From an optimization exercise on the open Yosys and OpenROAD flow, aimed at small area, a short achievable clock period and few clock cycles per item; shortcuts taken in it are not production practice. Function was checked by simulation only, so behaviour that the tests miss may differ from the original.

==> trial 70 <==
==> flow/design.v <==
`timescale 1ns/1ps
module sphincs_compute_H_msg (
  input  wire         CLK,
  input  wire         RST,         
  input  wire         start,       
  input  wire [127:0] R_in,
  input  wire [127:0] PKseed,
  input  wire [127:0] PKroot,
  input  wire [263:0] msg,         
  output wire [271:0] H_msg,       
  output reg          valid
);
  localparam [255:0] IV = {
    32'h6a09e667, 32'hbb67ae85, 32'h3c6ef372, 32'ha54ff53a,
    32'h510e527f, 32'h9b05688c, 32'h1f83d9ab, 32'h5be0cd19
  };
  localparam [31:0] K0          = 32'h428a2f98;
  localparam [31:0] K0_PLUS_IVH = 32'h428a2f98 + 32'h5be0cd19;
  function [31:0] rotr;
    input [31:0] x;
    input integer n;
    rotr = (x >> n) | (x << (32 - n));
  endfunction
  function [63:0] csa;
    input [31:0] x, y, z;
    reg [31:0] s, c;
    begin
      s = x ^ y ^ z;
      c = (x & y) | (x & z) | (y & z);
      csa = {s, c[30:0], 1'b0};
    end
  endfunction
  function [31:0] add32;
    input [31:0] x, y;
    reg [31:0] gg, pp, p0;
    integer l, i, j;
    begin
      gg = x & y;
      p0 = x ^ y;
      pp = p0;
      for (l = 0; l < 5; l = l + 1)
        for (i = 0; i < 32; i = i + 1)
          if ((i >> l) & 1) begin
            j = ((i >> l) << l) - 1;
            gg[i] = gg[i] | (pp[i] & gg[j]);
            pp[i] = pp[i] & pp[j];
          end
      add32 = p0 ^ {gg[30:0], 1'b0};
    end
  endfunction
  function [31:0] knext2;
    input [5:0] i;
    case (i)
      6'd00: knext2 = 32'hb5c0fbcf;
      6'd01: knext2 = 32'he9b5dba5;
      6'd02: knext2 = 32'h3956c25b;
      6'd03: knext2 = 32'h59f111f1;
      6'd04: knext2 = 32'h923f82a4;
      6'd05: knext2 = 32'hab1c5ed5;
      6'd06: knext2 = 32'hd807aa98;
      6'd07: knext2 = 32'h12835b01;
      6'd08: knext2 = 32'h243185be;
      6'd09: knext2 = 32'h550c7dc3;
      6'd10: knext2 = 32'h72be5d74;
      6'd11: knext2 = 32'h80deb1fe;
      6'd12: knext2 = 32'h9bdc06a7;
      6'd13: knext2 = 32'hc19bf174;
      6'd14: knext2 = 32'he49b69c1;
      6'd15: knext2 = 32'hefbe4786;
      6'd16: knext2 = 32'h0fc19dc6;
      6'd17: knext2 = 32'h240ca1cc;
      6'd18: knext2 = 32'h2de92c6f;
      6'd19: knext2 = 32'h4a7484aa;
      6'd20: knext2 = 32'h5cb0a9dc;
      6'd21: knext2 = 32'h76f988da;
      6'd22: knext2 = 32'h983e5152;
      6'd23: knext2 = 32'ha831c66d;
      6'd24: knext2 = 32'hb00327c8;
      6'd25: knext2 = 32'hbf597fc7;
      6'd26: knext2 = 32'hc6e00bf3;
      6'd27: knext2 = 32'hd5a79147;
      6'd28: knext2 = 32'h06ca6351;
      6'd29: knext2 = 32'h14292967;
      6'd30: knext2 = 32'h27b70a85;
      6'd31: knext2 = 32'h2e1b2138;
      6'd32: knext2 = 32'h4d2c6dfc;
      6'd33: knext2 = 32'h53380d13;
      6'd34: knext2 = 32'h650a7354;
      6'd35: knext2 = 32'h766a0abb;
      6'd36: knext2 = 32'h81c2c92e;
      6'd37: knext2 = 32'h92722c85;
      6'd38: knext2 = 32'ha2bfe8a1;
      6'd39: knext2 = 32'ha81a664b;
      6'd40: knext2 = 32'hc24b8b70;
      6'd41: knext2 = 32'hc76c51a3;
      6'd42: knext2 = 32'hd192e819;
      6'd43: knext2 = 32'hd6990624;
      6'd44: knext2 = 32'hf40e3585;
      6'd45: knext2 = 32'h106aa070;
      6'd46: knext2 = 32'h19a4c116;
      6'd47: knext2 = 32'h1e376c08;
      6'd48: knext2 = 32'h2748774c;
      6'd49: knext2 = 32'h34b0bcb5;
      6'd50: knext2 = 32'h391c0cb3;
      6'd51: knext2 = 32'h4ed8aa4a;
      6'd52: knext2 = 32'h5b9cca4f;
      6'd53: knext2 = 32'h682e6ff3;
      6'd54: knext2 = 32'h748f82ee;
      6'd55: knext2 = 32'h78a5636f;
      6'd56: knext2 = 32'h84c87814;
      6'd57: knext2 = 32'h8cc70208;
      6'd58: knext2 = 32'h90befffa;
      6'd59: knext2 = 32'ha4506ceb;
      6'd60: knext2 = 32'hbef9a3f7;
      6'd61: knext2 = 32'hc67178f2;
      6'd62: knext2 = 32'h428a2f98;
      default: knext2 = 32'h71374491;
    endcase
  endfunction
  reg        busy;      
  reg        dr;        
  reg        su;        
  reg [1:0]  dk;
  reg [1:0]  blk;       
  reg [5:0]  rnd;       
  reg        busy_n, dr_n, su_n;
  reg [1:0]  dk_n, blk_n;
  reg [5:0]  rnd_n;
  always @* begin
    busy_n = busy; dr_n = dr; su_n = su; dk_n = dk; blk_n = blk; rnd_n = rnd;
    if (!busy) begin
      if (start) begin
        busy_n = 1'b1; dr_n = 1'b0; su_n = 1'b0;
        dk_n = 2'd0; blk_n = 2'd0; rnd_n = 6'd0;
      end
    end else if (su) begin
      su_n  = 1'b0;
      blk_n = blk + 2'd1;
      if (blk == 2'd3) busy_n = 1'b0;
    end else if (dr) begin
      dk_n = dk + 2'd1;
      if (dk == 2'd3) begin
        dr_n  = 1'b0;
        blk_n = 2'd1;
      end
    end else begin
      rnd_n = rnd + 6'd1;
      if (rnd == 6'd63) begin
        if (blk == 2'd0) dr_n = 1'b1;
        else             su_n = 1'b1;
      end
    end
  end
  wire       n_round = busy_n & ~dr_n & ~su_n;
  reg        rounding;    
  reg        su_b0;       
  reg        su_b1;       
  reg        su_t1;       
  reg        su_t0;       
  reg        fin;         
  reg        load_iv;     
  reg        setup;       
  reg        ldw0;        
  reg        ovl;         
  reg        addh;        
  reg [1:0]  lk;          
  reg        wcen;        
  reg [15:2] sel0;        
  reg [4:2]  sel1;        
  reg [7:2]  selh;        
  reg        selk;        
  reg [31:0] kword;
  always @(posedge CLK or negedge RST) begin
    if (RST == 1'b0) begin
      busy <= 1'b0; dr <= 1'b0; su <= 1'b0;
      dk <= 2'd0; blk <= 2'd0; rnd <= 6'd0;
      valid <= 1'b0;
      rounding <= 1'b0; su_b0 <= 1'b1; su_b1 <= 1'b0; su_t1 <= 1'b0;
      su_t0 <= 1'b0; fin <= 1'b0; load_iv <= 1'b1; setup <= 1'b1;
      ldw0 <= 1'b0; ovl <= 1'b0; addh <= 1'b0; lk <= 2'd0; wcen <= 1'b0;
      sel0 <= 14'd0; sel1 <= 3'd0; selh <= 6'd0; selk <= 1'b0;
      kword <= 32'h0;
    end else begin
      busy <= busy_n; dr <= dr_n; su <= su_n;
      dk <= dk_n; blk <= blk_n; rnd <= rnd_n;
      valid <= fin;
      rounding <= n_round;
      su_b0    <= ~busy_n;
      su_b1    <= busy_n & dr_n & (dk_n == 2'd3);
      su_t1    <= busy_n & su_n & (blk_n == 2'd1);
      su_t0    <= busy_n & su_n & (blk_n == 2'd2);
      fin      <= busy_n & su_n & (blk_n == 2'd3);
      load_iv  <= ~busy_n | su_n;
      setup    <= ~busy_n | su_n | (dr_n & (dk_n == 2'd3));
      ldw0     <= busy_n & dr_n & (dk_n == 2'd2);
      ovl      <= busy_n & blk_n[0] &
                  ((n_round & (rnd_n[5:2] == 4'hf) & (rnd_n[1:0] != 2'd0)) | su_n);
      addh     <= busy_n & (blk_n == 2'd1) & ~dr_n;
      lk       <= dr_n ? dk_n : (su_n ? 2'd3 : rnd_n[1:0] - 2'd1);
      wcen     <= n_round & (rnd_n >= 6'd14);
      sel0     <= (n_round & (blk_n == 2'd0) & (rnd_n < 6'd14)) ? (14'd1 << rnd_n[3:0]) : 14'd0;
      sel1     <= (n_round & (blk_n == 2'd1) & (rnd_n < 6'd3))  ? (3'd1 << rnd_n[1:0]) : 3'd0;
      selh     <= (n_round & blk_n[1] & (rnd_n < 6'd6))         ? (6'd1 << rnd_n[2:0]) : 6'd0;
      selk     <= n_round & (blk_n != 2'd0) & ((rnd_n == 6'd13) | (blk_n[1] & ((rnd_n == 6'd6) | (rnd_n == 6'd7))));
      kword    <= (blk_n == 2'd1) ? 32'h00000288 :
                  (rnd_n == 6'd6) ? {31'h0, ~blk_n[0]} :
                  (rnd_n == 6'd7) ? 32'h80000000 : 32'h00000120;
    end
  end
  reg [31:0] a, b, c, d, e, f, g, h;
  reg [31:0] P;
  reg [31:0] Kr;        
  reg [31:0] w0, w1, w2, w3, w4, w5, w6, w7, w8, w9, w10, w11, w12, w13, w14, w15;
  reg [31:0] ha, hb, hc, hd, he, hf, hg, hh;    
  reg [15:0] t1top;                             
  assign H_msg = {ha, hb, hc, hd, he, hf, hg, hh, t1top};
  reg [31:0] xa_iv, xe_iv;
  always @* begin
    case (lk)
      2'd0: begin xa_iv = IV[159:128]; xe_iv = IV[31:0];   end
      2'd1: begin xa_iv = IV[191:160]; xe_iv = IV[63:32];  end
      2'd2: begin xa_iv = IV[223:192]; xe_iv = IV[95:64];  end
      default: begin xa_iv = IV[255:224]; xe_iv = IV[127:96]; end
    endcase
  end
  wire [31:0] opa  = dr ? d : a;
  wire [31:0] ope  = dr ? h : e;
  wire [31:0] xa   = addh ? hd : xa_iv;
  wire [31:0] xe   = addh ? hh : xe_iv;
  wire [31:0] suma = opa + xa;
  wire [31:0] sume = ope + xe;
  wire [31:0] S1 = rotr(e, 6) ^ rotr(e, 11) ^ rotr(e, 25);
  wire [31:0] S0 = rotr(a, 2) ^ rotr(a, 13) ^ rotr(a, 22);
  wire [31:0] ch = (e & f) ^ (~e & g);
  wire [31:0] mj = (a & b) | (c & (a | b));
  wire [63:0] l1  = csa(P, S1, ch);
  wire [63:0] le  = csa(d, l1[63:32], l1[31:0]);
  wire [63:0] la2 = csa(l1[63:32], l1[31:0], S0);
  wire [63:0] la3 = csa(la2[63:32], la2[31:0], mj);
  wire [31:0] e_new = add32(le[63:32], le[31:0]);
  wire [31:0] a_new = add32(la3[63:32], la3[31:0]);
  wire [511:0] blk0 = {R_in, PKseed, PKroot, msg[263:136]};
  wire [255:0] hw   = {ha, hb, hc, hd, he, hf, hg, hh};
  reg [31:0] srcw;
  integer k;
  always @* begin
    srcw = 32'h0;
    for (k = 2; k < 16; k = k + 1)
      srcw = srcw | ({32{sel0[k]}} & blk0[511 - 32*k -: 32]);
    srcw = srcw | ({32{sel1[2]}} & msg[71:40])
                | ({32{sel1[3]}} & msg[39:8])
                | ({32{sel1[4]}} & {msg[7:0], 8'h80, 16'h0});
    for (k = 2; k < 8; k = k + 1)
      srcw = srcw | ({32{selh[k]}} & hw[255 - 32*k -: 32]);
    srcw = srcw | ({32{selk}} & kword);
  end
  wire [31:0] s0w = rotr(w1, 7) ^ rotr(w1, 18) ^ (w1 >> 3);
  wire [31:0] s1w = rotr(w14, 17) ^ rotr(w14, 19) ^ (w14 >> 10);
  wire [63:0] lw1 = csa(w0, w9, s0w);
  wire [63:0] lw2 = csa(lw1[63:32], lw1[31:0], s1w);
  wire [31:0] wcomp = add32(lw2[63:32], lw2[31:0]);
  reg [31:0] px, pw, pk, src0, src1;
  always @* begin
    px = g; pw = w15; pk = Kr;
    src0 = w15; src1 = 32'h0;
    if (su_b0) begin
      px = 32'h0; pw = R_in[127:96]; pk = K0_PLUS_IVH;
      src0 = R_in[127:96]; src1 = R_in[95:64];
    end else if (su_b1) begin
      pk = K0;                                         
      src1 = msg[103:72];
    end else if (su_t1) begin
      px = a; pw = hd; pk = K0_PLUS_IVH;               
      src0 = suma; src1 = ha;                          
    end else if (su_t0) begin
      px = 32'h0; pw = ha; pk = K0_PLUS_IVH;
      src0 = ha; src1 = hb;
    end else if (ldw0) begin
      src1 = msg[135:104];
    end
  end
  wire [63:0] lp = csa(px, pw, pk);
  wire [31:0] p_new = add32(lp[63:32], lp[31:0]);
  wire [31:0] a_alt = load_iv ? IV[255:224] : suma;
  wire [31:0] e_alt = load_iv ? IV[127:96]  : sume;
  always @(posedge CLK) begin
    P <= p_new;
    Kr <= rounding ? knext2(rnd) : 32'h71374491;
    a <= rounding ? a_new : a_alt;
    e <= rounding ? e_new : e_alt;
    if (load_iv) {b, c, d, f, g, h} <= {IV[223:128], IV[95:0]};
    else         {b, c, d, f, g, h} <= {a, b, c, e, f, g};
    {w0, w1, w2, w3, w4, w5, w6, w7, w8, w9, w10, w11, w12, w13} <=
      {w1, w2, w3, w4, w5, w6, w7, w8, w9, w10, w11, w12, w13, w14};
    w14 <= src0;
    w15 <= wcen ? wcomp : (src1 | srcw);
    if (dr | ovl) begin
      {ha, hb, hc, hd} <= {suma, ha, hb, hc};
      {he, hf, hg, hh} <= {sume, he, hf, hg};
    end
    if (su_t0) t1top <= suma[31:16];
  end
endmodule
==> flow/flow/run.sh <==
#!/bin/bash
# The standard layout (the standard.sh, standard synthesis unchanged), with
# every input and output port buffered by a buf_1 instead of the default
# clkdlybuf4s50_1 that buffer_ports picks, and timing repair aiming at a
# setup slack of 5.5 ns (the clock period stays the design's).
set -euo pipefail
export BUFFER_PORTS_ARGS="-buffer_cell sky130_fd_sc_hd__buf_1"
export SETUP_SLACK_MARGIN=5.5
bash standard.sh > standard_make.log 2>&1
==> flow/standard.sh <==
#!/bin/bash
# synth_recipe.tcl (not shown) runs the flow's synth.tcl, then flattens the netlist and writes it again
# the make line also repeats each setting of config.mk as NAME=value (left out here)
make -C /OpenROAD-flow-scripts/flow DESIGN_CONFIG=/design/flow/config.mk WORK_HOME=/design/flow/orfs CLKGATE_MAP_FILE= SYNTH_SCRIPT=/design/flow/synth_recipe.tcl "${@:-finish}"
==> flow/config.mk <==
export PLATFORM = sky130hd
export DESIGN_NAME = sphincs_compute_H_msg
export DESIGN_NICKNAME = sphincs_compute_H_msg
export VERILOG_FILES = /design/flow/design.v
export SDC_FILE = /design/flow/constraint.sdc
export NUM_CORES = 4
export LEC_CHECK = 0
export ABC_CLOCK_PERIOD_IN_PS = 2500
export CAP_MARGIN = 30
export CORE_MARGIN = 2
export CORE_UTILIZATION = 40
export SLEW_MARGIN = 35
==> flow/constraint.sdc <==
create_clock -name core_clock -period 10.0 [get_ports {CLK}]
set_input_delay 2.0000 -clock core_clock [delete_from_list [all_inputs] [get_ports {CLK}]]
set_output_delay 2.0000 -clock core_clock [all_outputs]
set_load 0.01 [all_outputs]
==> trial 79: changes against trial 70 <==
==> flow/flow/run.sh (replaced) <==
#!/bin/bash
# The standard layout (the standard.sh, standard synthesis unchanged), with
# every input and output port buffered by a buf_1 instead of the default
# clkdlybuf4s50_1 that buffer_ports picks, and timing repair aiming at a
# setup slack of 5.75 ns (the clock period stays the design's).
set -euo pipefail
export BUFFER_PORTS_ARGS="-buffer_cell sky130_fd_sc_hd__buf_1"
export SETUP_SLACK_MARGIN=5.75
bash standard.sh > standard_make.log 2>&1
==> results.py <==
metrics = {
    "status": {
        "status": "finished clean",
    },
    "cts": {
        "cts_setup_buffers": 44,
    },
    "worst_setup_path": {
        "endpoint": "e[31]",
        "max_stage_delay_ns": 0.50,
    },
    "grt": {
        "antenna_found_initial": 83,
        "grtUsageMet2_pct": 69.6,
    },
    "finish": {
        "fillerInstances": 13179,
        "multi_input_area_share_pct": 41.9,
    },
    "routing": {
        "vias_per_cell": 6.61,
        "met3_length_mm": 64.8,
        "wl_met2_mm": 152,
    },
    "worst_hold_path": {
        "hp-start": "w10[7]",
    },
}
Source of the figures above: trial 70

==> results.py <==
metrics = {
    "worst_setup_path": {
        "endpoint": "a[31]",
        "max_stage_delay_ns": 0.67,
    },
    "finish": {
        "fillerInstances": 13128,
        "multi_input_area_share_pct": 42.2,
    },
    "grt": {
        "antenna_found_initial": 106,
        "grtUsageMet2_pct": 69.2,
    },
    "routing": {
        "vias_per_cell": 6.52,
        "wl_met2_mm": 152,
    },
    "cts": {
        "cts_setup_buffers": 97,
    },
    "status": {
        "status": "finished clean",
    },
    "worst_hold_path": {
        "hp-start": "w12[24]",
    },
}
Source of the figures above: trial 79

Testbench counts of trial 70, summed over its fixed seeds: cycles 33,792, hashes 128.
Testbench counts of trial 79, summed over its fixed seeds: cycles 33,792, hashes 128.

[static timing again, ports no longer ideal]
In the flow no input, the clock included, has a driving cell. The finished layouts below were timed again as built, in two steps.
Step 1: set_driving_cell puts a clkbuf_16 on CLK and a buf_2 on each other input, an assumption about the parent block.
Step 2 times the ports against the registers' clock, not the clock port: input delays grow and output delays shrink by t, the midpoint of the rising clock arrivals with the driver on.
a / b / c = no drivers / after step 1 / after step 2; a / b = the first two.
run | t, ns | setup WS [ns] | hold slack, ns | worst setup path after step 2 | worst register clock-pin slew, ns
trial 70 | 0.845 | 5.279 / 5.279 / 4.618 | 0.284 / 0.284 / 0.284 | input to register | 0.07 / 0.07
trial 79 | 0.853 | 5.255 / 5.255 / 4.699 | 0.313 / 0.313 / 0.313 | input to register | 0.07 / 0.07
After both steps setup and hold are still met in every run listed. The setup slack of trial 70, which loses most, moves by 0.000 ns with the drivers and by -0.661 ns with both steps.
